This design comes from an exercise in tuning for small area, a short achievable clock period and few clock cycles on the open sky130 flow, not from production work.
Where RTL was checked, it was by simulation tests only, not by an equivalence proof against the original.
No activity file was given, so power comes from the tool's default toggle rates.

// CPU
module CPU (
	input  wire         clk,
	input  wire         rst,
	output wire         imem_req,
	output wire [31:0]  imem_addr,
	input  wire         imem_ack,
	input  wire [127:0] imem_line,
	output wire [31:0]  dmem_addr,
	input  wire [31:0]  dmem_rdata,
	output wire         dmem_we,
	output wire [1:0]   dmem_wsize,
	output wire [31:0]  dmem_wdata,
	output wire         commit,
	output wire [31:0]  commit_pc,
	output wire         commit_wen,
	output wire [4:0]   commit_rd,
	output wire [31:0]  commit_wdata
);
Size: roughly 330 I/O pins, roughly 0.15 mm2 of cells after synthesis.
Settings: LEC_CHECK=0, CAP_MARGIN=20, CORE_MARGIN=2, CORE_UTILIZATION=40, PLACE_DENSITY=0.5, SLEW_MARGIN=20; clock period 90.0 ns.
standard.sh (not shown) runs the stock make flow with config.mk's settings and CLKGATE_MAP_FILE= SYNTH_SCRIPT=/design/flow/synth_recipe.tcl, a recipe that flattens the netlist after the stock synthesis.
==> flow/flow/run.sh <==
#!/bin/bash
# The standard layout with three changes to how it is made (the clock
# and constraints stay as given):
#  - timing repair aims at paths well inside the clock period,
#  - larger clock-tree leaf clusters and no dummy clock loads,
#  - plain buffers on the ports.
export SETUP_SLACK_MARGIN=70.5
export CTS_ARGS="-sink_clustering_enable -repair_clock_nets -dont_use_dummy_load -sink_clustering_size 20 -sink_clustering_max_diameter 120"
export BUFFER_PORTS_ARGS="-buffer_cell sky130_fd_sc_hd__buf_2"
bash standard.sh > standard.log 2>&1
Edit:
--- a/flow/design.v
+++ b/flow/design.v
@@ -80,26 +80,29 @@
 	reg  [31:0]  pc_q;
 	reg          pend_q;             
 	reg  [27:0]  paddr_q;            
 	reg  [28:0]  cword [0:4*NL-1];    
 	reg  [TW-1:0] ctag [0:NL-1];
 	reg  [NL-1:0] cval;
 	reg  [27-RB:0] region_q;         
-	assign imem_req  = pend_q;
-	assign imem_addr = {paddr_q, 4'b0};
+	reg          po_req;
+	reg  [27:0]  po_addr;
+	assign imem_req  = po_req;
+	assign imem_addr = {po_addr, 4'b0};
 	wire [27:0]   pcl  = pc_q[31:4];
 	wire [LN-1:0] pidx = pcl[LN-1:0];
 	wire c_hit = cval[pidx] & (ctag[pidx] == pcl[RB-1:LN]) & (region_q == pcl[27:RB]);
 	wire ihit  = c_hit;
 	wire [28:0] cw    = cword[{pidx, pc_q[3:2]}];
 	wire [31:0] instr = {cw[28:4], 7'd0};   
 	wire [3:0]  cls   = cw[3:0];
 	wire [LN-1:0] fidx = paddr_q[LN-1:0];
 	wire fnew = paddr_q[27:RB] != region_q;
-	wire fld  = pend_q & ~(c_hit & (fnew | ((fidx == pidx) & (paddr_q != pcl))));
+	reg  fresh_q;
+	wire fld  = pend_q & ~fresh_q & ~(c_hit & (fnew | ((fidx == pidx) & (paddr_q != pcl))));
 	always @(posedge clk) begin
 		if (rst) cval <= {NL{1'b0}};
 		else if (fld) begin
 			if (fnew) cval <= {{(NL-1){1'b0}}, imem_ack} << fidx;
 			else cval[fidx] <= imem_ack;
 		end
 		if (fld & fnew) region_q <= paddr_q[27:RB];
@@ -140,17 +143,17 @@
 	reg         w_v, w_wen, w_ld, w_mul, w_neg;
 	reg  [4:0]  w_rd;
 	reg  [2:0]  w_f3;
 	reg  [31:0] w_pc, w_val;
 	reg         c_v, c_wen;
 	reg  [31:0] c_pc, c_wd;
 	reg  [4:0]  c_rd;
-	wire        r_wen = c_wen;
-	wire [31:0] r_wd  = c_wd;
-	wire [4:0]  r_rd  = c_rd;
+	reg         r_wen;
+	reg  [31:0] r_wd;
+	reg  [4:0]  r_rd;
 	reg  [31:0] rf [1:31];
 	wire fw1 = w_wen & (w_rd == rs1);
 	wire fw2 = w_wen & (w_rd == rs2);
 	wire fc1 = r_wen & (r_rd == rs1);
 	wire fc2 = r_wen & (r_rd == rs2);
 	reg  [31:0] rf1, rf2;
 	integer ri;
@@ -319,19 +322,22 @@
 	           | (pend_q & (paddr_q == nl));
 	wire np1 = (cval[ni1] & (ctag[ni1] == nl1[RB-1:LN]) & nrg & ~(&nl[RB-1:0]))
 	          | (pend_q & (paddr_q == nl1));
 	wire np2 = (cval[ni2] & (ctag[ni2] == nl2[RB-1:LN]) & nrg & ~(&nl[RB-1:1]))
 	          | (pend_q & (paddr_q == nl2));
 	wire want = ~np0 | ~np1 | ~np2;
 	always @(posedge clk) begin
+		fresh_q <= ~rst & (~pend_q | imem_ack) & want;
 		if (rst) pend_q <= 1'b0;
 		else if (~pend_q | imem_ack) begin
 			pend_q <= want;
 			if (want) paddr_q <= ~np0 ? nl : ~np1 ? nl1 : nl2;
 		end
+		po_req <= ~rst & (want | (pend_q & ~imem_ack));
+		if (~pend_q | imem_ack) po_addr <= ~np0 ? nl : ~np1 ? nl1 : nl2;
 	end
 	wire [31:0] res = (imm_u & {32{o_lui}}) | (pcimm & {32{o_auipc}}) |
 	                  (pc4 & {32{o_jal | o_jalr}}) | (csr_old & {32{o_sys}}) |
 	                  (((dv_st == 2'd1) ? dv_x : dv_tres) & {32{o_div}}) |
 	                  (alu_res & {32{~(o_lui | o_auipc | o_jal | o_jalr | o_sys | o_div)}});
 	wire [31:0] w_o  = w_mul ? mul_res : w_neg ? rinc(~w_val) : w_val;
 	wire s_lo  = w_ld & (w_f3 != 3'd7);
@@ -417,17 +423,23 @@
 	assign dmem_we    = dm_we_q;
 	assign dmem_wsize = dm_wsize_q;
 	assign dmem_wdata = dm_wdata_q;
 	always @(posedge clk) begin
 		if (rst) begin
 			c_v   <= 1'b0;
 			c_wen <= 1'b0;
+			r_wen <= 1'b0;
 		end else begin
 			c_v   <= w_v;
 			c_wen <= w_wen;
+			r_wen <= w_wen & (w_rd != 5'd0);
+		end
+		if (w_wen) begin
+			r_rd <= w_rd;
+			r_wd <= w_d;
 		end
 		c_pc <= w_pc;
 		c_rd <= w_rd;
 		c_wd <= w_d;
 	end
 	assign commit       = c_v;
 	assign commit_pc    = c_pc;
Count of clock-buffer cells in the layout rose by 3. Routed wire length came out lower by a few percent. First-iteration DRC count drops slightly. Total power drops by roughly a tenth. Die area rose slightly. Maximum frequency stays flat. Sequential power is about the same. Sequential share of layout area rose by 1.3 points. Global-route usage came out lower by 2.3 points.
Testbench counts after the change, summed over its fixed seeds: cycles 55,824.
Only the layout flow was run in the first run of this note; the RTL was not checked for function there.

## separate check: timing with driven ports
Ports are ideal in the flow. The routed layouts listed here were re-timed in OpenROAD. Step 1: set_driving_cell puts a clkbuf_16 on clk and a buf_2 on each other input, an assumption about the parent block. Step 2 moves the port delays by t, midway between the first and last clock arrival at a register: inputs arrive t later, outputs are due t later. That takes back most of the time a late clock gives input paths. a / b / c = no drivers / after step 1 / after step 2; a / b = the first two.
run	t (ns)	slack for setup (ns)	slew at the worst register clock pin (ns)
the first run	1.020	70.388 / 70.276 / 70.174	0.11 / 0.11
the second run	1.002	70.445 / 70.341 / 70.078	0.10 / 0.10
After both steps every run listed still meets setup and hold. For the second run, which loses most, drivers alone change the setup slack by -0.104 ns; drivers and shift together by -0.367 ns.
